This design comes from an exercise in tuning for small area and a short achievable clock period on the open sky130 flow, not from production work. No functional check of the RTL was part of any run shown here. The flow treats the clock pin as an ideal source. Dropping or thinning the clock tree relies on that and would not hold on a real chip. No activity file was given, so power comes from the tool's default toggle rates.

==> flow/design.v <==
module UART_TX_CTRL (
    input  wire       CLK,
    input  wire       rst,
    input  wire       send,
    input  wire [7:0] data,      
    output wire       ready,
    output wire       tail,      
    output wire       UART_TX
);
localparam [1:0] RDY  = 2'b01,
                 LOAD = 2'b10,
                 SEND = 2'b11;
reg        tx_bit;
reg  [1:0] tx_state;
reg  [3:0] index;
reg  [3:0] tx_tmr;
wire       bit_done = (tx_tmr == 4'd15);
always @(posedge CLK) begin
    if (rst)
        tx_state <= RDY;
    else
    case (tx_state)
        RDY:
            if (send)
                tx_state <= LOAD;
        LOAD:
            tx_state <= SEND;
        SEND:
            if (bit_done)
                tx_state <= (index == 4'd10) ? RDY : LOAD;
        default:
            tx_state <= RDY;
    endcase
end
always @(posedge CLK) begin
    if (rst || tx_state == RDY)
        tx_tmr <= 4'd0;
    else
        tx_tmr <= tx_tmr ^ {&tx_tmr[2:0], &tx_tmr[1:0], tx_tmr[0], 1'b1};
end
always @(posedge CLK) begin
    if (rst || tx_state == RDY)
        index <= 4'd0;
    else if (tx_state == LOAD)
        index <= index ^ {&index[2:0], &index[1:0], index[0], 1'b1};
end
reg frame_bit;
always @(*) begin
    case (index)
        4'd0: frame_bit = 1'b0;
        4'd1: frame_bit = data[0];
        4'd2: frame_bit = data[1];
        4'd3: frame_bit = data[2];
        4'd4: frame_bit = data[3];
        4'd5: frame_bit = data[4];
        4'd6: frame_bit = data[5];
        4'd7: frame_bit = data[6];
        4'd8: frame_bit = data[7];
        default: frame_bit = 1'b1;
    endcase
end
always @(posedge CLK) begin
    if (rst || tx_state == RDY)
        tx_bit <= 1'b1;
    else if (tx_state == LOAD)
        tx_bit <= frame_bit;
end
assign UART_TX = tx_bit;
assign ready   = (tx_state == RDY);
assign tail    = index[3] & (index[1] | index[0]);
endmodule
module UART_RX_CTRL (
    input  wire       CLK,
    input  wire       rst,
    input  wire       UART_RX,
    output reg  [7:0] recv_data,
    output wire       vald_data,
    output wire       vald_next    
);
localparam [2:0] WAIT_START  = 3'b001,
                 STORE_START = 3'b010,
                 STORE_DATA  = 3'b011,
                 STORE_STOP  = 3'b100,
                 STORE_LAST  = 3'b101;
reg  [2:0] rx_reg;
reg  [2:0] rx_state;
reg  [3:0] rx_tmr;
reg  [2:0] bit_count;
wire startbit_detected = rx_state[0] & rx_reg[2] & ~rx_reg[1];
wire sample_point      = (rx_tmr == 4'd0);
always @(posedge CLK) begin
    if (rst)
        rx_reg <= 3'd0;
    else
        rx_reg <= {rx_reg[1:0], UART_RX};
end
always @(posedge CLK) begin
    if (rst || startbit_detected)
        rx_tmr <= 4'd0;
    else
        rx_tmr <= rx_tmr ^ {&rx_tmr[2:0], &rx_tmr[1:0], rx_tmr[0], 1'b1};
end
always @(posedge CLK) begin
    if (rst) begin
        rx_state  <= WAIT_START;
        bit_count <= 3'd0;
    end
    else
    case (rx_state)
        WAIT_START:
            if (startbit_detected) begin
                rx_state  <= STORE_START;
                bit_count <= 3'd0;
            end
        STORE_START:
            if (sample_point)
                rx_state <= rx_reg[1] ? WAIT_START : STORE_DATA;
        STORE_DATA:
            if (sample_point) begin
                recv_data <= {rx_reg[1], recv_data[7:1]};
                if (bit_count == 3'd7)
                    rx_state <= STORE_STOP;
                else
                    bit_count <= bit_count ^ {&bit_count[1:0], bit_count[0], 1'b1};
            end
        STORE_STOP:
            if (sample_point)
                rx_state <= rx_reg[1] ? STORE_LAST : WAIT_START;
        default:
            rx_state <= WAIT_START;
    endcase
end
assign vald_data = (rx_state == STORE_LAST);
assign vald_next = !rst && (rx_state == STORE_STOP) && sample_point && rx_reg[1];
endmodule
module FIFO (
    input  wire       CLK,
    input  wire       rst,
    input  wire       w_enable,
    input  wire       r_enable,
    input  wire       allow,
    input  wire [7:0] w_data,
    output reg  [7:0] cur,
    output reg        nempty,    
    output reg        full,      
    output reg        nempty_d,  
    output reg        full_d
);
reg  [8:0] count;
reg        one;      
reg  [4:0] ph;
reg  [7:0] w_buf;
reg        w_pend;
reg  [7:0] w_addr;
reg  [7:0] r_addr;
reg        cur_ok;   
reg        hit;
reg        flush;
wire [7:0] wsel;
wire [7:0] tap [0:7];
function [7:0] inc8;
    input [7:0] x;
    inc8 = x ^ {&x[6:0], &x[5:0], &x[4:0], &x[3:0], &x[2:0], &x[1:0], x[0], 1'b1};
endfunction
always @(posedge CLK) begin
    if (rst)
        ph <= 5'd0;
    else
        ph <= ph ^ {&ph[3:0], &ph[2:0], &ph[1:0], ph[0], 1'b1};
end
genvar l, b;
generate
    for (l = 0; l < 8; l = l + 1) begin : lane
        for (b = 0; b < 8; b = b + 1) begin : bits
            reg [31:0] ring;
            always @(posedge CLK)
                ring <= {ring[30:0], wsel[l] ? w_buf[b] : ring[31]};
            assign tap[l][b] = ring[31];
        end
        assign wsel[l] = flush && (w_addr[2:0] == l);
    end
endgenerate
always @(posedge CLK) begin
    if (rst)
        flush <= 1'b0;
    else
        flush <= w_pend && !flush && (ph == w_addr[7:3]);
end
always @(posedge CLK) begin
    if (w_enable)
        w_buf <= w_data;
end
always @(posedge CLK) begin
    if (rst) begin
        w_pend <= 1'b0;
        w_addr <= 8'd0;
    end
    else if (w_enable)
        w_pend <= 1'b1;
    else if (flush) begin
        w_pend <= 1'b0;
        w_addr <= inc8(w_addr);
    end
end
always @(posedge CLK) begin
    if (rst)
        r_addr <= 8'd0;
    else if (r_enable)
        r_addr <= inc8(r_addr);
end
wire want = allow && !cur_ok && nempty;
always @(posedge CLK) begin
    if (rst) begin
        cur_ok <= 1'b0;
        hit    <= 1'b0;
    end
    else begin
        hit <= want && !one && (ph == r_addr[7:3]);
        if (r_enable)
            cur_ok <= 1'b0;
        else if ((want && one) || hit)
            cur_ok <= 1'b1;
    end
end
always @(posedge CLK) begin
    if ((r_enable || want) && one)
        cur <= w_buf;
    else if (hit)
        cur <= tap[r_addr[2:0]];
end
always @(*) begin
    nempty_d = nempty;
    full_d   = full;
    if (rst) begin
        nempty_d = 1'b0;
        full_d   = 1'b0;
    end
    else if (w_enable && !r_enable) begin
        nempty_d = 1'b1;
        full_d   = (count == 9'd255);
    end
    else if (r_enable && !w_enable) begin
        nempty_d = !one;
        full_d   = 1'b0;
    end
end
always @(posedge CLK) begin
    nempty <= nempty_d;
    full   <= full_d;
    if (rst) begin
        count  <= 9'd0;
        one    <= 1'b0;
    end
    else if (w_enable && !r_enable) begin
        count  <= count ^ {&count[7:0], &count[6:0], &count[5:0], &count[4:0], &count[3:0], &count[2:0], &count[1:0], count[0], 1'b1};
        one    <= !nempty;
    end
    else if (r_enable && !w_enable) begin
        count  <= count ^ {~|count[7:0], ~|count[6:0], ~|count[5:0], ~|count[4:0], ~|count[3:0], ~|count[2:0], ~|count[1:0], ~count[0], 1'b1};
        one    <= (count == 9'd2);
    end
end
endmodule
module UART (
    input  wire CLK,        
    input  wire rst,        
    input  wire btn_0,      
    output wire UART_TX,    
    input  wire UART_RX     
);
localparam [1:0] WAIT_ACTI = 2'd0,
                 SEND_CHAR = 2'd1,
                 RDY       = 2'd2,
                 WAIT_RDY  = 2'd3;
localparam       BTN       = 1'b0,
                 PARROT    = 1'b1;
reg  [1:0] uart_state;
reg  [3:0] str_idx;
reg        send_mode;
reg        send_char;
reg  [7:0] btn_char;
wire       ready;
wire       tail;
wire [7:0] recv_data;
wire       vald_data;
wire [7:0] cur;
wire       nempty;
wire       full;
wire       vald_next;
wire       nempty_d;
wire       full_d;
reg        w_enable;
reg        r_enable;
wire       acti_d = (uart_state == WAIT_ACTI && !r_enable && !btn_0) ||
                    (uart_state == WAIT_RDY && ready && (send_mode == PARROT || str_idx == 4'd8));
always @(posedge CLK) begin
    w_enable <= vald_next && !full_d;
    r_enable <= !rst && acti_d && nempty_d;
end
always @(*) begin
    case (str_idx[2:0])
        3'd1: btn_char = 8'h02;  
        3'd2: btn_char = 8'h41;  
        3'd3: btn_char = 8'h52;  
        3'd4: btn_char = 8'h54;  
        3'd5: btn_char = 8'h59;  
        3'd6: btn_char = 8'h0D;  
        3'd7: btn_char = 8'h0A;  
        default: btn_char = 8'h03;  
    endcase
end
UART_TX_CTRL uart_tx_ctrl (
    .CLK(CLK),
    .rst(rst),
    .send(send_char),
    .data(send_mode == PARROT ? cur : btn_char),
    .ready(ready),
    .tail(tail),
    .UART_TX(UART_TX)
);
UART_RX_CTRL uart_rx_ctrl (
    .CLK(CLK),
    .rst(rst),
    .UART_RX(UART_RX),
    .recv_data(recv_data),
    .vald_data(vald_data),
    .vald_next(vald_next)
);
FIFO fifo (
    .CLK(CLK),
    .rst(rst),
    .w_enable(w_enable),
    .r_enable(r_enable),
    .allow(uart_state == WAIT_ACTI || send_mode == BTN || tail),
    .w_data(recv_data),
    .cur(cur),
    .nempty(nempty),
    .full(full),
    .nempty_d(nempty_d),
    .full_d(full_d)
);
always @(posedge CLK) begin
    if (rst) begin
        uart_state <= WAIT_ACTI;
        send_mode  <= BTN;
    end
    else
    case (uart_state)
        WAIT_ACTI:
            if (r_enable) begin
                uart_state <= SEND_CHAR;
                send_mode  <= PARROT;
            end
            else if (btn_0) begin
                uart_state <= SEND_CHAR;
                send_mode  <= BTN;
            end
        SEND_CHAR:
            uart_state <= RDY;
        RDY:
            uart_state <= WAIT_RDY;
        WAIT_RDY:
            if (ready) begin
                if (send_mode == PARROT || str_idx == 4'd8)
                    uart_state <= WAIT_ACTI;
                else
                    uart_state <= SEND_CHAR;
            end
    endcase
end
always @(posedge CLK) begin
    if (rst || uart_state == WAIT_ACTI)
        str_idx <= 4'd0;
    else if (uart_state == SEND_CHAR)
        str_idx <= str_idx ^ {&str_idx[2:0], &str_idx[1:0], str_idx[0], 1'b1};
end
always @(posedge CLK) begin
    if (rst)
        send_char <= 1'b0;
    else
        send_char <= (uart_state == SEND_CHAR);
end
endmodule
==> flow/flow/run.sh <==
#!/bin/bash
# The standard layout flow (standard synthesis unchanged), with
#  - a buf_4 on each port instead of the default port buffer,
#  - larger clock-tree sink clusters and no dummy loads in the clock tree.
set -uo pipefail
bash standard.sh \
  BUFFER_PORTS_ARGS="-buffer_cell sky130_fd_sc_hd__buf_4" \
  CTS_ARGS="-sink_clustering_enable -repair_clock_nets -sink_clustering_size 30 -sink_clustering_max_diameter 100 -dont_use_dummy_load" \
  finish > standard.log 2>&1
==> flow/standard.sh <==
#!/bin/bash
# synth_recipe.tcl (not shown) runs the flow's synth.tcl, then flattens the netlist and writes it again
# the make line also repeats each setting of config.mk as NAME=value (left out here)
make -C /OpenROAD-flow-scripts/flow DESIGN_CONFIG=/design/flow/config.mk WORK_HOME=/design/flow/orfs CLKGATE_MAP_FILE= SYNTH_SCRIPT=/design/flow/synth_recipe.tcl "${@:-finish}"
==> flow/config.mk <==
export PLATFORM = sky130hd
export DESIGN_NAME = UART
export DESIGN_NICKNAME = UART
export VERILOG_FILES = /design/flow/design.v
export SDC_FILE = /design/flow/constraint.sdc
export NUM_CORES = 4
export LEC_CHECK = 0
export CAP_MARGIN = 20
export CORE_MARGIN = 2
export CORE_UTILIZATION = 65
export SLEW_MARGIN = 20
==> flow/constraint.sdc <==
create_clock -name core_clock -period 10.0 [get_ports {CLK}]
set_input_delay 2.0000 -clock core_clock [delete_from_list [all_inputs] [get_ports {CLK}]]
set_output_delay 2.0000 -clock core_clock [all_outputs]
set_load 0.01 [all_outputs]
==> results of run 1 <==
==> metal layers <==
metal | up-vias | routed length, um | track usage (%)
met5 | - | 0 | 0
met4 | 0 | 2270 | 6.55
met3 | 132 | 1850 | 2.82
met2 | 210 | 24300 | 23.5
met1 | 8071 | 28500 | 22.4
li1 | 8560 | - | -
==> area by class of cell <==
class | instances | area [sq um] | share of cell area, %
flip-flops and latches | 2143 | 43100 | 86.2
diodes | 10 | 25.0 | 0.0500
repair buffers | 5 | 37.5 | 0.0750
well taps | 950 | 1190 | 2.37
multi-input cells | 457 | 3540 | 7.08
inverters | 30 | 113 | 0.225
clock buffers | 81 | 2030 | 4.05
==> power by group <==
group	internal, mW	switching (mW)	total [mW]	leakage [nW]
combinational	0.0424	0.0566	0.0991	1.57
sequential	8.56	0.0248	8.58	17.3
clock	1.47	2.24	3.70	0.998
==> cell families after synthesis <==
| kind of cell | count (synthesis) | share of synthesized area [%] |
|---|---|---|
| XOR/XNOR | 28 | 0.522 |
| multiplexers | 88 | 2.10 |
| adder cells (fa/ha/maj) | 42 | 1.12 |
| buffers and inverters | 65 | 0.549 |
| AND/OR/NAND/NOR | 187 | 2.14 |
| AO/OA/AOI/OAI | 112 | 1.67 |
| flip-flops | 2143 | 91.9 |
==> per-stage QoR <==
step,power [mW],instances
detailed placement,8.88,3585
global placement,8.87,3585
finish,12.4,3676
floorplan,8.85,2665
global route,12.8,3667
CTS,12.5,3666
==> cell usage in the layout, fill, tap and decap left out, types with 15 or more instances in the layout <==
master,netlist,routed
sky130_fd_sc_hd__inv_1,30,30
sky130_fd_sc_hd__clkbuf_16,0,81
sky130_fd_sc_hd__ha_1,42,42
sky130_fd_sc_hd__dfxtp_1,2119,2119
sky130_fd_sc_hd__nand2b_1,15,15
sky130_fd_sc_hd__a21oi_1,26,26
sky130_fd_sc_hd__nor2_1,50,50
sky130_fd_sc_hd__nand2_1,24,24
sky130_fd_sc_hd__edfxtp_1,24,24
sky130_fd_sc_hd__nor3_1,19,19
sky130_fd_sc_hd__mux2_2,83,83
==> worst min-delay path by stage <==
stage                                                 end                             startpoint  depth (start not counted)
floorplan           fifo.lane[0].bits[0].ring[10]$_DFF_P_   fifo.lane[0].bits[0].ring[9]$_DFF_P_                          0
global placement     fifo.lane[2].bits[5].ring[7]$_DFF_P_   fifo.lane[2].bits[5].ring[6]$_DFF_P_                          0
detailed placement  fifo.lane[1].bits[0].ring[12]$_DFF_P_  fifo.lane[1].bits[0].ring[11]$_DFF_P_                          0
CTS                 fifo.lane[3].bits[0].ring[13]$_DFF_P_  fifo.lane[3].bits[0].ring[12]$_DFF_P_                          0
global route         fifo.lane[6].bits[6].ring[3]$_DFF_P_   fifo.lane[6].bits[6].ring[2]$_DFF_P_                          0
finish              fifo.lane[3].bits[0].ring[23]$_DFF_P_  fifo.lane[3].bits[0].ring[22]$_DFF_P_                          0
==> flow_metrics.py, run 1 <==
metrics = {
    "clock_network": {
        "cts_tree": "yes",
        "tritoncts.num_buffers": 81,
        "cts.sink_count": 2143,
        "max-clock-path-buffers": 3,
        "worst_setup_hold_path_clk_slew_ps": 100,
        "cts-resized-gates": 0,
        "htree_levels": 3,
        "cts_hold_buf": 0,
        "worstSkewPairLatency_ps": 660,
        "post_cts_setup_buffer_count": 0,
        "clockRootBuffer": "sky130_fd_sc_hd__clkbuf_16",
    },
    "drt": {
        "detail-route-antenna-nets": 0,
        "route.vias.total": 17000,
        "vias_per_cell": 4.62,
        "drtPass1Iterations": 7,
        "drt_wl_total_mm": 56.9,
        "detail_route.drc_violations": 0,
        "first_iter_violations": 824,
        "wire_per_inst_um": 15.5,
    },
    "critical_path": {
        "critical_path.cell_chain": "buf_4",
        "critical_path.n_buffers_inverters": 1,
        "reg2reg_from": "fifo.r_addr[2]$_SDFFE_PP0P_",
        "cp.required_ps": 8000,
        "rr_endpoint": "fifo.cur[1]$_DFFE_PP_",
        "r2r.worst_path.cells": 6,
        "timing.critical_path.from_type": "flip-flop",
        "setup.worst_path.end": "UART_TX",
        "crit_fanout": 2,
        "worst-setup-path-type": "reg2out",
        "crit_path_top_delay_cell": "sky130_fd_sc_hd__dfxtp_1",
        "worstSetupPathDepth": 1,
        "path_delay_family": "flip-flops",
        "reg2reg_slack_ps": 7120,
        "crit_startpoint": "uart_tx_ctrl.tx_bit$_SDFFE_PP1P_",
        "setup.worst_path.end_class": "output pin",
        "cpPeakStageDelay_ps": 340,
        "crit_arrival_ps": 1070,
    },
    "power": {
        "ir_drop_mv": 0.228,
        "total_leakage_power_nw": 19.8,
        "power.density_mw_per_mm2": 247,
    },
    "logic_synthesis": {
        "synthCells": 2665,
        "postSynthRegisterBits": 2143,
        "most_frequent_cell_after_synthesis": "sky130_fd_sc_hd__dfxtp_1",
        "synth_top_cells_by_area": "sky130_fd_sc_hd__dfxtp_1, sky130_fd_sc_hd__mux2_2, sky130_fd_sc_hd__edfxtp_1",
        "synth.top_cells.by_count": "sky130_fd_sc_hd__dfxtp_1, sky130_fd_sc_hd__mux2_2, sky130_fd_sc_hd__nor2_1",
        "synth.distinct_cells": 62,
        "synth-edff-count": 24,
        "share_of_synthesized_area_occupied_by_flip_flops_and_latches_pct": 91.9,
        "ys.warnings.count": 4,
        "synthesis.area_per_instance_sq_um": 17.6,
        "asyncSetResetFlopFracSynth_pct": 0,
        "synth_area_leader_cell": "sky130_fd_sc_hd__dfxtp_1",
        "mappedNetlistArea_sq_mm": 0.0469,
        "synth_top_area_share_pct": 90.4,
        "synth_ff_type": "sky130_fd_sc_hd__dfxtp_1",
        "synth_fp_nets": 2711,
    },
    "timing": {
        "slew_viol_final": 0,
        "setup_repair_after_global_routing_missed_its_margin": "false",
        "layout_setup_ws_ps": 6930,
        "final.period_utilization_pct": 30.7,
        "worst_hold_slack_ps": 296,
        "skew_ps": 56.1,
        "finalSetupViolations": 0,
        "final_hold_viol_count": 0,
        "final.min_clock_period_ps": 3070,
        "timing.setup.tns_ps": 0,
        "slew-limit-headroom_pct": 47.2,
        "max_freq_mhz": 326,
        "max_slew.worst_pin.slew_ps": 792,
    },
    "global_routing": {
        "first_pass_grt_wire_length_mm": 89.1,
        "grt_max_degree": 76,
        "grt_pass1_vias": 16600,
        "antenna_found_initial": 5,
        "grt_overflow": 0,
        "grtUsageTotal_pct": 15.6,
    },
    "final_layout": {
        "fillCellCount": 4533,
        "flip_flop_count_of_the_largest_register_all_copies_and_words_added": 2048,
        "post-route-util_pct": 70.0,
        "final_layout_size_suffix_gt1_share_pct": 6.52,
        "largest-register": "fifo.lane.bits.ring",
        "finish.net_count": 2764,
        "syn_to_final_growth_pct": 6.67,
        "reg.largest.list": "fifo.lane.bits.ring x2048, fifo.count x9",
        "layout.cell_area.non_filler_sq_mm": 0.0501,
    },
    "place": {
        "post_dp_cell_area_sq_mm": 0.0480,
        "dpl.hpwl_mm": 34.4,
        "globalplace.congestion": 0.820,
        "pre_cts_ws_ps": 6730,
        "io_buffers": 4,
    },
    "die": {
        "ioPinCount": 5,
        "rows": 98,
        "floorplan.initialDensity_pct": 65.7,
        "die-width_um": 273,
        "core_region_area_sq_mm": 0.0715,
        "die-height_um": 273,
        "die-area_sq_mm": 0.0744,
    },
    "flow_run": {
        "timing.max_cap.violations": 0,
    },
    "hold_path": {
        "timing.hold.worst.class": "reg2reg",
    },
    "outcome": {
        "status": "timing/DRC/antenna clean",
    },
}
==> run 2, diff against run 1 <==
--- a/flow/config.mk
+++ b/flow/config.mk
@@ -7,5 +7,5 @@
 export LEC_CHECK = 0
 export CAP_MARGIN = 20
 export CORE_MARGIN = 2
-export CORE_UTILIZATION = 65
+export CORE_UTILIZATION = 80
 export SLEW_MARGIN = 20
==> run 2 against run 1 <==
The flow now stops in 3_5_place_dp. Synthesized area did not move. Synthesized cell count stayed put.
==> flow_metrics.py, run 2 <==
metrics = {
    "logic_synthesis": {
        "largest_family_of_logic_cells_by_synthesized_area": "simple AND/OR/NAND/NOR gates",
        "synth.distinct_cells": 62,
        "synth_top_cells_by_area": "sky130_fd_sc_hd__dfxtp_1, sky130_fd_sc_hd__mux2_2, sky130_fd_sc_hd__edfxtp_1",
        "synth-edff-count": 24,
        "synth_compound_area_share_pct": 1.67,
        "synth_ff_type": "sky130_fd_sc_hd__dfxtp_1",
        "synthCells": 2665,
        "post_synth_fa_ha_maj_area_fraction_pct": 1.12,
        "synth_area_leader_cell": "sky130_fd_sc_hd__dfxtp_1",
        "ys.warnings.count": 4,
        "synth_fp_nets": 2711,
        "synth_top_area_share_pct": 90.4,
        "most_frequent_cell_after_synthesis": "sky130_fd_sc_hd__dfxtp_1",
        "asyncSetResetFlopFracSynth_pct": 0,
        "post_synth_and_or_nand_nor_area_fraction_pct": 2.14,
        "postSynthRegisterBits": 2143,
        "synth_mux_area_share_pct": 2.10,
        "share_of_synthesized_area_occupied_by_flip_flops_and_latches_pct": 91.9,
        "synthesis.area_per_instance_sq_um": 17.6,
        "mappedNetlistArea_sq_mm": 0.0469,
        "synthXorXnorAreaFrac_pct": 0.522,
        "synth.top_cells.by_count": "sky130_fd_sc_hd__dfxtp_1, sky130_fd_sc_hd__mux2_2, sky130_fd_sc_hd__nor2_1",
    },
    "place": {
        "globalplace.congestion": 0.869,
        "io_buffers": 4,
        "dpl.hpwl_mm": 48.4,
    },
    "die": {
        "rows": 88,
        "die-width_um": 246,
        "ioPinCount": 5,
        "floorplan.initialDensity_pct": 81.2,
        "die-height_um": 246,
    },
    "outcome": {
        "outcome.stop_stage": "3_5_place_dp",
        "status": "did not finish",
        "stop_error": "[ERROR DPL-0033] detailed placement checks failed during check placement.",
    },
}
-- run 2: cell counts after synthesis --
Identical to the previous run, type by type.
-- run 2: how the worst min path moves through the flow --
stage / start / endpoint
2_1_floorplan: fifo.lane[0].bits[0].ring[9]$_DFF_P_ / fifo.lane[0].bits[0].ring[10]$_DFF_P_
3_3_place_gp: fifo.lane[6].bits[7].ring[22]$_DFF_P_ / fifo.lane[6].bits[7].ring[23]$_DFF_P_
-- run 2: power groups by stage --
stage	Combinational [mW]	Sequential, mW	Clock (mW)
after global placement	0.0930	8.78	0
after floorplan	0.0858	8.77	0
-- run 2: logic make-up after synthesis --
family / after synthesis
DFF: 2143
muxes: 88
and+or+nand+nor: 187
buffers and inverters: 65
AOI/OAI and AO/OA: 112
adders and majority gates: 42
xor gates and xnor gates: 28
-- run 2: stage by stage --
stage / power [mW] / cells / hold slack (ps) / setup slack [ps] / cell area, sq um
floorplan: 8.85 / 2665 / 310 / 6500 / 46900
global placement: 8.87 / 3400 / 310 / 6770 / 47800
==> run 3, diff against run 2 <==
--- a/flow/config.mk
+++ b/flow/config.mk
@@ -7,5 +7,6 @@
 export LEC_CHECK = 0
 export CAP_MARGIN = 20
 export CORE_MARGIN = 2
-export CORE_UTILIZATION = 80
+export CORE_UTILIZATION = 85
+export PLACE_DENSITY = 0.92
 export SLEW_MARGIN = 20
==> run 3 against run 2 <==
The run again fails in 3_5_place_dp. Synthesized area is the same. Synthesized cell count is the same.
==> flow_metrics.py, run 3 <==
metrics = {
    "logic_synthesis": {
        "ys.warnings.count": 4,
        "synth-edff-count": 24,
        "synth_ff_type": "sky130_fd_sc_hd__dfxtp_1",
        "synthesis.area_per_instance_sq_um": 17.6,
        "synth_area_leader_cell": "sky130_fd_sc_hd__dfxtp_1",
        "mappedNetlistArea_sq_mm": 0.0469,
        "synth_top_cells_by_area": "sky130_fd_sc_hd__dfxtp_1, sky130_fd_sc_hd__mux2_2, sky130_fd_sc_hd__edfxtp_1",
        "synth.distinct_cells": 62,
        "asyncSetResetFlopFracSynth_pct": 0,
        "synth_fp_nets": 2711,
        "most_frequent_cell_after_synthesis": "sky130_fd_sc_hd__dfxtp_1",
        "synthCells": 2665,
        "share_of_synthesized_area_occupied_by_flip_flops_and_latches_pct": 91.9,
        "postSynthRegisterBits": 2143,
        "synth_top_area_share_pct": 90.4,
        "synth.top_cells.by_count": "sky130_fd_sc_hd__dfxtp_1, sky130_fd_sc_hd__mux2_2, sky130_fd_sc_hd__nor2_1",
    },
    "die": {
        "ioPinCount": 5,
        "die-height_um": 239,
        "die-width_um": 239,
        "floorplan.initialDensity_pct": 85.5,
        "rows": 86,
    },
    "outcome": {
        "status": "did not finish",
        "stop_error": "[ERROR DPL-0033] detailed placement checks failed during check placement.",
        "outcome.stop_stage": "3_5_place_dp",
    },
    "place": {
        "dpl.hpwl_mm": 71.6,
        "io_buffers": 4,
        "globalplace.congestion": 0.876,
    },
}
[run 3: cell counts after synthesis]
Identical to the previous run, type by type.
[run 3: power groups by stage]
stage	logic, mW	clock network (mW)	registers (mW)
3_3_place_gp	0.0909	0	8.78
2_1_floorplan	0.0858	0	8.77
[run 3: worst max path at each step]
stage	to	depth (start not counted)
after floorplan	uart_rx_ctrl.recv_data[0]$_DFFE_PP_	2
after global placement	uart_rx_ctrl.recv_data[7]$_DFFE_PP_	2
[run 3: per-stage QoR]
step           cells  area, sq um  setup WS, ps  power, mW
2_1_floorplan   2665        46900          6500       8.85
3_3_place_gp    3338        47700          6170       8.87
[run 3: logic make-up after synthesis]
| group | count (synthesis) | share of synthesized area (%) |
|---|---|---|
| and+or+nand+nor | 187 | 2.14 |
| AOI/OAI and AO/OA | 112 | 1.67 |
| buffers and inverters | 65 | 0.549 |
| adders and majority gates | 42 | 1.12 |
| muxes | 88 | 2.10 |
| xor gates and xnor gates | 28 | 0.522 |
| DFF | 2143 | 91.9 |
==> run 4, diff against run 3 <==
--- a/flow/config.mk
+++ b/flow/config.mk
@@ -7,6 +7,5 @@
 export LEC_CHECK = 0
 export CAP_MARGIN = 20
 export CORE_MARGIN = 2
-export CORE_UTILIZATION = 85
-export PLACE_DENSITY = 0.92
+export CORE_UTILIZATION = 72
 export SLEW_MARGIN = 20
==> run 4 against run 3 <==
The run now finishes clean. Synthesized area stayed put. Synthesized cell count unchanged.
==> flow_metrics.py, run 4 <==
metrics = {
    "timing": {
        "timing.setup.tns_ps": 0,
        "slew-limit-headroom_pct": 45.7,
        "worst_hold_slack_ps": 283,
        "max_slew.worst_pin.slew_ps": 815,
        "final_hold_viol_count": 0,
        "setup_repair_after_global_routing_missed_its_margin": "false",
        "skew_ps": 66.0,
        "max_freq_mhz": 323,
        "final.min_clock_period_ps": 3090,
        "slew_viol_final": 0,
        "finalSetupViolations": 0,
        "final.period_utilization_pct": 30.9,
    },
    "logic_synthesis": {
        "synth.top_cells.by_count": "sky130_fd_sc_hd__dfxtp_1, sky130_fd_sc_hd__mux2_2, sky130_fd_sc_hd__nor2_1",
        "synth_top_cells_by_area": "sky130_fd_sc_hd__dfxtp_1, sky130_fd_sc_hd__mux2_2, sky130_fd_sc_hd__edfxtp_1",
        "synthCells": 2665,
        "synth_top_area_share_pct": 90.4,
        "asyncSetResetFlopFracSynth_pct": 0,
        "synth-edff-count": 24,
        "synthesis.area_per_instance_sq_um": 17.6,
        "mappedNetlistArea_sq_mm": 0.0469,
        "most_frequent_cell_after_synthesis": "sky130_fd_sc_hd__dfxtp_1",
        "postSynthRegisterBits": 2143,
        "ys.warnings.count": 4,
        "share_of_synthesized_area_occupied_by_flip_flops_and_latches_pct": 91.9,
        "synth_fp_nets": 2711,
        "synth.distinct_cells": 62,
        "synth_area_leader_cell": "sky130_fd_sc_hd__dfxtp_1",
        "synth_ff_type": "sky130_fd_sc_hd__dfxtp_1",
    },
    "drt": {
        "detail-route-antenna-nets": 0,
        "drtPass1Iterations": 5,
        "detail_route.drc_violations": 0,
        "drt_wl_total_mm": 71.2,
        "wire_per_inst_um": 19.9,
        "route.vias.total": 17400,
        "vias_per_cell": 4.87,
        "first_iter_violations": 895,
    },
    "final_layout": {
        "finish.net_count": 2764,
        "syn_to_final_growth_pct": 6.38,
        "reg.largest.list": "fifo.lane.bits.ring x2048, fifo.count x9",
        "commonest_cells_after_routing_fill_and_taps_aside": "sky130_fd_sc_hd__dfxtp_1, sky130_fd_sc_hd__mux2_2, sky130_fd_sc_hd__clkbuf_16, sky130_fd_sc_hd__nor2_1, sky130_fd_sc_hd__ha_1",
        "flip_flop_count_of_the_largest_register_all_copies_and_words_added": 2048,
        "largest-register": "fifo.lane.bits.ring",
        "final_layout_size_suffix_gt1_share_pct": 6.52,
        "leading_cell_type_in_the_layout_fill_and_taps_excluded": "sky130_fd_sc_hd__dfxtp_1",
    },
    "clock_network": {
        "clockRootBuffer": "sky130_fd_sc_hd__clkbuf_16",
        "worstSkewPairLatency_ps": 660,
        "cts_hold_buf": 0,
        "cts.sink_count": 2143,
        "post_cts_setup_buffer_count": 0,
        "cts-resized-gates": 0,
        "tritoncts.num_buffers": 81,
        "cts_tree": "yes",
        "worst_setup_hold_path_clk_slew_ps": 110,
        "htree_levels": 3,
        "max-clock-path-buffers": 3,
    },
    "critical_path": {
        "cpPeakStageDelay_ps": 350,
        "setup.worst_path.end": "UART_TX",
        "r2r.worst_path.cells": 6,
        "crit_path_top_delay_cell": "sky130_fd_sc_hd__dfxtp_1",
        "setup.worst_path.end_class": "output pin",
        "rr_endpoint": "fifo.cur[2]$_DFFE_PP_",
        "crit_arrival_ps": 1090,
        "cp.required_ps": 8000,
        "crit_fanout": 2,
        "critical_path.cell_chain": "buf_4",
        "worst-setup-path-type": "reg2out",
        "timing.critical_path.from_type": "flip-flop",
        "reg2reg_from": "fifo.r_addr[2]$_SDFFE_PP0P_",
        "reg2reg_slack_ps": 7140,
        "crit_startpoint": "uart_tx_ctrl.tx_bit$_SDFFE_PP1P_",
        "path_delay_family": "flip-flops",
        "critical_path.n_buffers_inverters": 1,
        "worstSetupPathDepth": 1,
    },
    "place": {
        "dpl.hpwl_mm": 37.8,
        "io_buffers": 4,
        "globalplace.congestion": 0.858,
    },
    "global_routing": {
        "grt_max_degree": 76,
        "first_pass_grt_wire_length_mm": 110,
        "grt_overflow": 0,
        "antenna_found_initial": 13,
        "grt_pass1_vias": 18700,
        "grtUsageTotal_pct": 21.8,
    },
    "die": {
        "die-area_sq_mm": 0.0673,
        "ioPinCount": 5,
        "die-width_um": 259,
        "core_region_area_sq_mm": 0.0645,
        "rows": 93,
        "die-height_um": 259,
        "floorplan.initialDensity_pct": 72.8,
    },
    "power": {
        "power.density_mw_per_mm2": 250,
        "ir_drop_mv": 0.202,
        "total_leakage_power_nw": 19.8,
    },
    "flow_run": {
        "timing.max_cap.violations": 0,
    },
    "outcome": {
        "status": "timing/DRC/antenna clean",
    },
    "hold_path": {
        "timing.hold.worst.class": "reg2reg",
    },
}
==> run 4: cell counts after synthesis <==
No cell type changed its count.
==> run 4: metrics by stage <==
step | worst slack (ps) | cells | area (sq um) | power [mW] | utilization [%]
after floorplan | 6500 | 2665 | 46900 | 8.85 | -
after global placement | 6740 | 3490 | 47900 | 8.87 | 74.3
after detailed placement | 6730 | 3490 | 47900 | 8.88 | 74.3
after CTS | 6890 | 3571 | 49900 | 12.6 | 77.5
after global routing | 6860 | 3571 | 49900 | 12.9 | 77.5
final | 6910 | 3573 | 49900 | 12.5 | 77.5
==> run 4: layout make-up <==
cell class / instances / area, sq um
fillers: 3240 / 14500
clock buffers: 81 / 2030
repair buffers: 5 / 37.5
flip-flops and latches: 2143 / 43100
diodes: 2 / 5.00
multi-input cells: 457 / 3540
well taps: 855 / 1070
inverters: 30 / 113
==> run 4: worst min-delay path by stage <==
stage | slack [ps] | end | from | cells past startpoint
final | 280 | fifo.lane[5].bits[0].ring[28]$_DFF_P_ | fifo.lane[5].bits[0].ring[27]$_DFF_P_ | 0
after global routing | 280 | fifo.lane[5].bits[0].ring[25]$_DFF_P_ | fifo.lane[5].bits[0].ring[24]$_DFF_P_ | 0
after CTS | 290 | fifo.lane[2].bits[0].ring[26]$_DFF_P_ | fifo.lane[2].bits[0].ring[25]$_DFF_P_ | 0
after detailed placement | 310 | fifo.lane[0].bits[4].ring[23]$_DFF_P_ | fifo.lane[0].bits[4].ring[22]$_DFF_P_ | 0
after global placement | 310 | fifo.lane[2].bits[3].ring[9]$_DFF_P_ | fifo.lane[2].bits[3].ring[8]$_DFF_P_ | 0
after floorplan | 310 | fifo.lane[0].bits[0].ring[10]$_DFF_P_ | fifo.lane[0].bits[0].ring[9]$_DFF_P_ | 0
==> run 4: kinds of logic after synthesis <==
kind of cell / count (synthesis) / share of synthesized area, %
DFF: 2143 / 91.9
AOI/OAI and AO/OA: 112 / 1.67
xor gates and xnor gates: 28 / 0.522
adders and majority gates: 42 / 1.12
and+or+nand+nor: 187 / 2.14
muxes: 88 / 2.10
buffers and inverters: 65 / 0.549
==> run 4: metal layers <==
metal | vias to the layer above | track usage [%] | part of all wire [%]
li1 | 8531 | - | -
met1 | 8500 | 29.4 | 45
met2 | 251 | 36.5 | 49
met3 | 123 | 3.30 | 3.3
met4 | 4 | 7.22 | 2.8
met5 | - | 0 | 0.032
==> run 4: where the power goes <==
part	switching, mW	internal, mW	total, mW
Clock	2.35	1.47	3.82
Combinational	0.0584	0.0424	0.101
Sequential	0.0256	8.56	8.59
==> run 5, diff against run 4 <==
--- a/flow/config.mk
+++ b/flow/config.mk
@@ -6,6 +6,8 @@
 export NUM_CORES = 4
 export LEC_CHECK = 0
 export CAP_MARGIN = 20
+export CELL_PAD_IN_SITES_DETAIL_PLACEMENT = 0
+export CELL_PAD_IN_SITES_GLOBAL_PLACEMENT = 0
 export CORE_MARGIN = 2
-export CORE_UTILIZATION = 72
+export CORE_UTILIZATION = 80
 export SLEW_MARGIN = 20
==> run 5 against run 4 <==
The run now fails in 3_5_place_dp. Synthesized area stayed put. Synthesized cell count stayed put.
==> flow_metrics.py, run 5 <==
metrics = {
    "place": {
        "dpl.hpwl_mm": 48.4,
        "globalplace.congestion": 0.869,
        "io_buffers": 4,
    },
    "logic_synthesis": {
        "synthesis.area_per_instance_sq_um": 17.6,
        "synthCells": 2665,
        "synth_fp_nets": 2711,
        "synth_mux_area_share_pct": 2.10,
        "most_frequent_cell_after_synthesis": "sky130_fd_sc_hd__dfxtp_1",
        "mappedNetlistArea_sq_mm": 0.0469,
        "post_synth_fa_ha_maj_area_fraction_pct": 1.12,
        "asyncSetResetFlopFracSynth_pct": 0,
        "synth-edff-count": 24,
        "synth.distinct_cells": 62,
        "postSynthRegisterBits": 2143,
        "share_of_synthesized_area_occupied_by_flip_flops_and_latches_pct": 91.9,
        "ys.warnings.count": 4,
        "largest_family_of_logic_cells_by_synthesized_area": "simple AND/OR/NAND/NOR gates",
        "synth_ff_type": "sky130_fd_sc_hd__dfxtp_1",
        "post_synth_and_or_nand_nor_area_fraction_pct": 2.14,
        "synth_compound_area_share_pct": 1.67,
        "synth_top_cells_by_area": "sky130_fd_sc_hd__dfxtp_1, sky130_fd_sc_hd__mux2_2, sky130_fd_sc_hd__edfxtp_1",
        "synth.top_cells.by_count": "sky130_fd_sc_hd__dfxtp_1, sky130_fd_sc_hd__mux2_2, sky130_fd_sc_hd__nor2_1",
        "synth_top_area_share_pct": 90.4,
        "synth_area_leader_cell": "sky130_fd_sc_hd__dfxtp_1",
        "synthXorXnorAreaFrac_pct": 0.522,
    },
    "die": {
        "rows": 88,
        "ioPinCount": 5,
        "die-height_um": 246,
        "die-width_um": 246,
        "floorplan.initialDensity_pct": 81.2,
    },
    "outcome": {
        "status": "did not finish",
        "outcome.stop_stage": "3_5_place_dp",
        "stop_error": "[ERROR DPL-0033] detailed placement checks failed during check placement.",
    },
}
## run 5: cell counts after synthesis
Identical to the previous run, type by type.
## run 5: logic make-up after synthesis
kind of cell	Yosys count
buf+inv	65
simple gates	187
mux	88
xor+xnor	28
flops	2143
fa+ha+maj	42
compound gates	112
## run 5: worst max path at each step
stage,from,end,slack (ps),cells past startpoint
after floorplan,rst,uart_rx_ctrl.recv_data[0]$_DFFE_PP_,6500,2
after global placement,rst,uart_tx_ctrl.tx_bit$_SDFFE_PP1P_,6770,4
## run 5: power by group through the flow
stage                   sequential [mW]  combinational, mW  clock, mW
after floorplan                    8.77             0.0858          0
after global placement             8.78             0.0930          0
## run 5: stage by stage
step / cells / instance area, sq um
3_3_place_gp: 3400 / 47800
2_1_floorplan: 2665 / 46900
==> run 6, diff against run 5 <==
==> flow/flow/run.sh (replaced) <==
#!/bin/bash
# The standard layout flow (standard synthesis unchanged), with
#  - a buf_4 on each port instead of the default port buffer,
#  - larger clock-tree sink clusters and no dummy loads in the clock tree,
#  - the top of the clock tree rebuilt after CTS: the clock port drives
#    four root buffers, each driving a quarter of the leaf buffers
#    (retree.tcl), in place of the root and eight mid-level buffers.
set -uo pipefail
ARGS=(BUFFER_PORTS_ARGS="-buffer_cell sky130_fd_sc_hd__buf_4"
      CTS_ARGS="-sink_clustering_enable -repair_clock_nets -sink_clustering_size 30 -sink_clustering_max_diameter 100 -dont_use_dummy_load")
bash standard.sh "${ARGS[@]}" cts > standard_cts.log 2>&1 || exit 1
RES=$(pwd)/orfs/results/sky130hd/UART/base
RES=$RES NROOT=4 NX=2 openroad -no_init -exit flow/retree_run.tcl > retree.log 2>&1 || exit 1
bash standard.sh "${ARGS[@]}" finish > standard_finish.log 2>&1
==> flow/flow/retree.tcl (new file) <==
# Rebuild the top of the clock tree: the clock port drives NROOT root
# buffers directly, each driving a share of the leaf buffers.
set nroot $::env(NROOT)
set block [ord::get_db_block]
set db [ord::get_db]
set clknet [$block findNet CLK]
# the buffer the port drives
set oldroots {}
foreach it [$clknet getITerms] { lappend oldroots [$it getInst] }
set mids {}
foreach r $oldroots {
  set n [[$r findITerm X] getNet]
  foreach it [$n getITerms] { if {[$it isInputSignal]} { lappend mids [$it getInst] } }
}
set leaves {}
foreach m $mids {
  set n [[$m findITerm X] getNet]
  foreach it [$n getITerms] { if {[$it isInputSignal]} { lappend leaves $it } }
}
puts "roots [llength $oldroots] mids [llength $mids] leaves [llength $leaves]"
# leaf positions
set pts {}
foreach it $leaves {
  set b [[$it getInst] getBBox]
  lappend pts [list $it [expr {([$b xMin]+[$b xMax])/2}] [expr {([$b yMin]+[$b yMax])/2}]]
}
# split into groups: by x into nx columns, then by y into ny rows
set nx $::env(NX); set ny [expr {$nroot / $nx}]
set pts [lsort -integer -index 1 $pts]
set per [expr {int(ceil(double([llength $pts]) / $nx))}]
set groups {}
for {set i 0} {$i < $nx} {incr i} {
  set col [lrange $pts [expr {$i*$per}] [expr {($i+1)*$per-1}]]
  set col [lsort -integer -index 2 $col]
  set per2 [expr {int(ceil(double([llength $col]) / $ny))}]
  for {set j 0} {$j < $ny} {incr j} { lappend groups [lrange $col [expr {$j*$per2}] [expr {($j+1)*$per2-1}]] }
}
set master [$db findMaster sky130_fd_sc_hd__clkbuf_16]
# remove old mids and roots
foreach m [concat $mids $oldroots] {
  set n [[$m findITerm X] getNet]
  odb::dbInst_destroy $m
  odb::dbNet_destroy $n
}
set k 0
foreach g $groups {
  set sx 0; set sy 0
  foreach p $g { set sx [expr {$sx + [lindex $p 1]}]; set sy [expr {$sy + [lindex $p 2]}] }
  set cx [expr {$sx / [llength $g]}]; set cy [expr {$sy / [llength $g]}]
  set inst [odb::dbInst_create $block $master "clkroot_$k"]
  $inst setLocation $cx $cy
  $inst setPlacementStatus PLACED
  set net [odb::dbNet_create $block "clkroot_net_$k"]
  $net setSigType CLOCK
  [$inst findITerm A] connect $clknet
  [$inst findITerm X] connect $net
  foreach p $g { set it [lindex $p 0]; $it disconnect; $it connect $net }
  puts "root $k: [llength $g] leaves at $cx $cy"
  incr k
}
global_connect
==> flow/flow/retree_run.tcl (new file) <==
# Load the design after clock-tree synthesis, rebuild the top of the clock
# tree (retree.tcl), legalise, and write the result back for routing.
set R $::env(RES)
read_db $R/4_cts.odb
read_liberty $::env(FLOW_HOME)/platforms/sky130hd/lib/sky130_fd_sc_hd__tt_025C_1v80.lib
read_sdc $R/4_cts.sdc
source $::env(FLOW_HOME)/platforms/sky130hd/setRC.tcl
source [file dirname [info script]]/retree.tcl
detailed_placement
check_placement
estimate_parasitics -placement
set_propagated_clock [all_clocks]
report_clock_skew
report_checks -path_delay max -group_path_count 5 -format end
report_checks -path_delay min -group_path_count 5 -format end
write_db $R/4_cts.odb
==> flow/config.mk (replaced) <==
export PLATFORM = sky130hd
export DESIGN_NAME = UART
export DESIGN_NICKNAME = UART
export VERILOG_FILES = /design/flow/design.v
export SDC_FILE = /design/flow/constraint.sdc
export NUM_CORES = 4
export LEC_CHECK = 0
export CAP_MARGIN = 20
export CORE_MARGIN = 2
export CORE_UTILIZATION = 65
export SLEW_MARGIN = 20
==> run 6 against run 5 <==
Now clean on timing, DRC and antenna. Synthesized cell count did not move. Synthesized area unchanged.
==> flow_metrics.py, run 6 <==
metrics = {
    "outcome": {
        "status": "timing/DRC/antenna clean",
    },
    "critical_path": {
        "rr_endpoint": "fifo.cur[0]$_DFFE_PP_",
        "cpPeakStageDelay_ps": 340,
        "reg2reg_slack_ps": 7100,
        "critical_path.cell_chain": "buf_4",
        "crit_path_top_delay_cell": "sky130_fd_sc_hd__dfxtp_1",
        "worstSetupPathDepth": 1,
        "setup.worst_path.end_class": "output pin",
        "timing.critical_path.from_type": "flip-flop",
        "reg2reg_from": "fifo.r_addr[2]$_SDFFE_PP0P_",
        "critical_path.n_buffers_inverters": 1,
        "path_delay_family": "flip-flops",
        "cp.required_ps": 8000,
        "crit_startpoint": "uart_tx_ctrl.tx_bit$_SDFFE_PP1P_",
        "r2r.worst_path.cells": 6,
        "crit_arrival_ps": 980,
        "setup.worst_path.end": "UART_TX",
        "crit_fanout": 2,
        "worst-setup-path-type": "reg2out",
    },
    "die": {
        "ioPinCount": 5,
        "die-area_sq_mm": 0.0744,
        "die-width_um": 273,
        "core_region_area_sq_mm": 0.0715,
        "die-height_um": 273,
        "floorplan.initialDensity_pct": 65.7,
        "rows": 98,
    },
    "drt": {
        "first_iter_violations": 801,
        "wire_per_inst_um": 15.5,
        "vias_per_cell": 4.63,
        "route.vias.total": 17000,
        "detail_route.drc_violations": 0,
        "drtPass1Iterations": 7,
        "detail-route-antenna-nets": 0,
        "drt_wl_total_mm": 56.8,
    },
    "logic_synthesis": {
        "mappedNetlistArea_sq_mm": 0.0469,
        "synth.top_cells.by_count": "sky130_fd_sc_hd__dfxtp_1, sky130_fd_sc_hd__mux2_2, sky130_fd_sc_hd__nor2_1",
        "synth_mux_area_share_pct": 2.10,
        "synth.distinct_cells": 62,
        "synthesis.area_per_instance_sq_um": 17.6,
        "post_synth_fa_ha_maj_area_fraction_pct": 1.12,
        "synth_top_area_share_pct": 90.4,
        "synth_top_cells_by_area": "sky130_fd_sc_hd__dfxtp_1, sky130_fd_sc_hd__mux2_2, sky130_fd_sc_hd__edfxtp_1",
        "synthXorXnorAreaFrac_pct": 0.522,
        "synth_fp_nets": 2711,
        "share_of_synthesized_area_occupied_by_flip_flops_and_latches_pct": 91.9,
        "synth-edff-count": 24,
        "synth_area_leader_cell": "sky130_fd_sc_hd__dfxtp_1",
        "largest_family_of_logic_cells_by_synthesized_area": "simple AND/OR/NAND/NOR gates",
        "synthCells": 2665,
        "post_synth_and_or_nand_nor_area_fraction_pct": 2.14,
        "ys.warnings.count": 4,
        "synth_compound_area_share_pct": 1.67,
        "most_frequent_cell_after_synthesis": "sky130_fd_sc_hd__dfxtp_1",
        "asyncSetResetFlopFracSynth_pct": 0,
        "synth_ff_type": "sky130_fd_sc_hd__dfxtp_1",
        "postSynthRegisterBits": 2143,
    },
    "clock_network": {
        "post_cts_setup_buffer_count": 0,
        "cts-resized-gates": 0,
        "worstSkewPairLatency_ps": 510,
        "cts_hold_buf": 0,
        "cts.sink_count": 2143,
        "worst_setup_hold_path_clk_slew_ps": 100,
    },
    "power": {
        "ir_drop_mv": 0.222,
        "power.density_mw_per_mm2": 245,
        "p_total_mw": 12.2,
        "total_leakage_power_nw": 19.8,
    },
    "final_layout": {
        "leading_cell_type_in_the_layout_fill_and_taps_excluded": "sky130_fd_sc_hd__dfxtp_1",
        "syn_to_final_growth_pct": 6.39,
        "reg.largest.list": "fifo.lane.bits.ring x2048, fifo.count x9",
        "commonest_cells_after_routing_fill_and_taps_aside": "sky130_fd_sc_hd__dfxtp_1, sky130_fd_sc_hd__mux2_2, sky130_fd_sc_hd__clkbuf_16, sky130_fd_sc_hd__nor2_1, sky130_fd_sc_hd__ha_1",
        "flip_flop_count_of_the_largest_register_all_copies_and_words_added": 2048,
        "finish.net_count": 2759,
        "final_layout_size_suffix_gt1_share_pct": 6.34,
        "largest-register": "fifo.lane.bits.ring",
    },
    "place": {
        "globalplace.congestion": 0.820,
        "io_buffers": 4,
        "dpl.hpwl_mm": 34.4,
    },
    "flow_run": {
        "timing.max_cap.violations": 0,
    },
    "timing": {
        "worst_hold_slack_ps": 298,
        "finalSetupViolations": 0,
        "final_hold_viol_count": 0,
        "slew_viol_final": 0,
        "max_freq_mhz": 335,
        "skew_ps": 29.5,
        "max_slew.worst_pin.slew_ps": 785,
        "timing.setup.tns_ps": 0,
        "slew-limit-headroom_pct": 47.7,
        "setup_repair_after_global_routing_missed_its_margin": "false",
        "final.min_clock_period_ps": 2980,
        "final.period_utilization_pct": 29.8,
    },
    "hold_path": {
        "timing.hold.worst.class": "reg2reg",
    },
    "global_routing": {
        "grt_pass1_vias": 16600,
        "first_pass_grt_wire_length_mm": 88.8,
        "grt_max_degree": 76,
        "grt_overflow": 0,
        "grtUsageTotal_pct": 15.4,
        "antenna_found_initial": 5,
    },
}
==> run 6: cell counts after synthesis <==
Identical to the previous run, type by type.
==> run 6: worst min-delay path by stage <==
stage,startpoint,endpoint,cells past startpoint
after floorplan,fifo.lane[0].bits[0].ring[9]$_DFF_P_,fifo.lane[0].bits[0].ring[10]$_DFF_P_,0
after global placement,fifo.lane[2].bits[5].ring[6]$_DFF_P_,fifo.lane[2].bits[5].ring[7]$_DFF_P_,0
after detailed placement,fifo.lane[1].bits[0].ring[11]$_DFF_P_,fifo.lane[1].bits[0].ring[12]$_DFF_P_,0
after CTS,fifo.lane[3].bits[0].ring[12]$_DFF_P_,fifo.lane[3].bits[0].ring[13]$_DFF_P_,0
after global routing,fifo.lane[6].bits[6].ring[2]$_DFF_P_,fifo.lane[6].bits[6].ring[3]$_DFF_P_,0
final,fifo.lane[6].bits[6].ring[2]$_DFF_P_,fifo.lane[6].bits[6].ring[3]$_DFF_P_,0
==> run 6: kinds of logic after synthesis <==
logic type | Yosys count
buf+inv | 65
xor+xnor | 28
compound gates | 112
mux | 88
fa+ha+maj | 42
flops | 2143
simple gates | 187
==> run 6: area by class of cell <==
class | count | area (sq um)
Antenna cell | 7 | 17.5
Timing Repair Buffer | 5 | 37.5
Multi-Input combinational cell | 457 | 3540
Sequential cell | 2143 | 43100
Buffer | 4 | 100
Inverter | 30 | 113
Tap cell | 950 | 1190
Fill cell | 4551 | 21500
Clock buffer | 72 | 1800
==> run 6: report_power, final <==
group | total (mW) | switching [mW] | internal [mW] | leakage (nW)
registers | 8.58 | 0.0250 | 8.56 | 17.3
logic | 0.0991 | 0.0567 | 0.0424 | 1.57
clock network | 3.55 | 2.19 | 1.36 | 0.937
total | 12.2 | 2.28 | 9.96 | 19.8
==> run 6: layer usage <==
| layer | track usage (%) | up-vias | share of wire [%] |
|---|---|---|---|
| li1 | - | 8550 | - |
| met1 | 22.4 | 8116 | 50 |
| met2 | 23.1 | 200 | 42 |
| met3 | 2.97 | 126 | 3.5 |
| met4 | 6.26 | 0 | 4.0 |
| met5 | 0 | - | 0 |
==> run 6: through the flow <==
step / std cells / cell area, sq um / worst slack (ps) / util, %
after floorplan: 2665 / 46900 / 6500 / -
after global placement: 3585 / 48000 / 6740 / 67.2
after detailed placement: 3585 / 48000 / 6730 / 67.2
after CTS: 3666 / 50100 / 6870 / 70.0
after global routing: 3662 / 49900 / 6860 / 69.8
final: 3668 / 49900 / 7020 / 69.9

## what the ideal ports hide
Ports are ideal in the flow. The routed layouts listed here were re-timed in OpenROAD. Step 1 (the two cells are an assumption about what drives the block):
set clk [get_ports {CLK}]
set_driving_cell -lib_cell sky130_fd_sc_hd__clkbuf_16 $clk
set_driving_cell -lib_cell sky130_fd_sc_hd__buf_2 [delete_from_list [all_inputs] $clk]
Step 2 times the ports against the registers' clock, not the clock port: input delays grow and output delays shrink by t, the midpoint of the rising clock arrivals with the driver on. Slacks: no drivers / after step 1 / after step 2; pairs: no drivers / after step 1.
run | shift t [ns] | slack for setup (ns) | hold WS [ns] | worst setup path after step 2
run 1 | 0.688 | 6.930 / 6.866 / 6.683 | 0.296 / 0.296 / 0.296 | input to register
run 4 | 0.691 | 6.906 / 6.844 / 6.680 | 0.283 / 0.283 / 0.283 | input to register
run 6 | 0.624 | 7.018 / 6.882 / 6.751 | 0.298 / 0.298 / 0.298 | input to register
After both steps setup and hold are still met in every run listed. The setup slack of run 6, which loses most, moves by -0.136 ns with the drivers and by -0.267 ns with both steps.
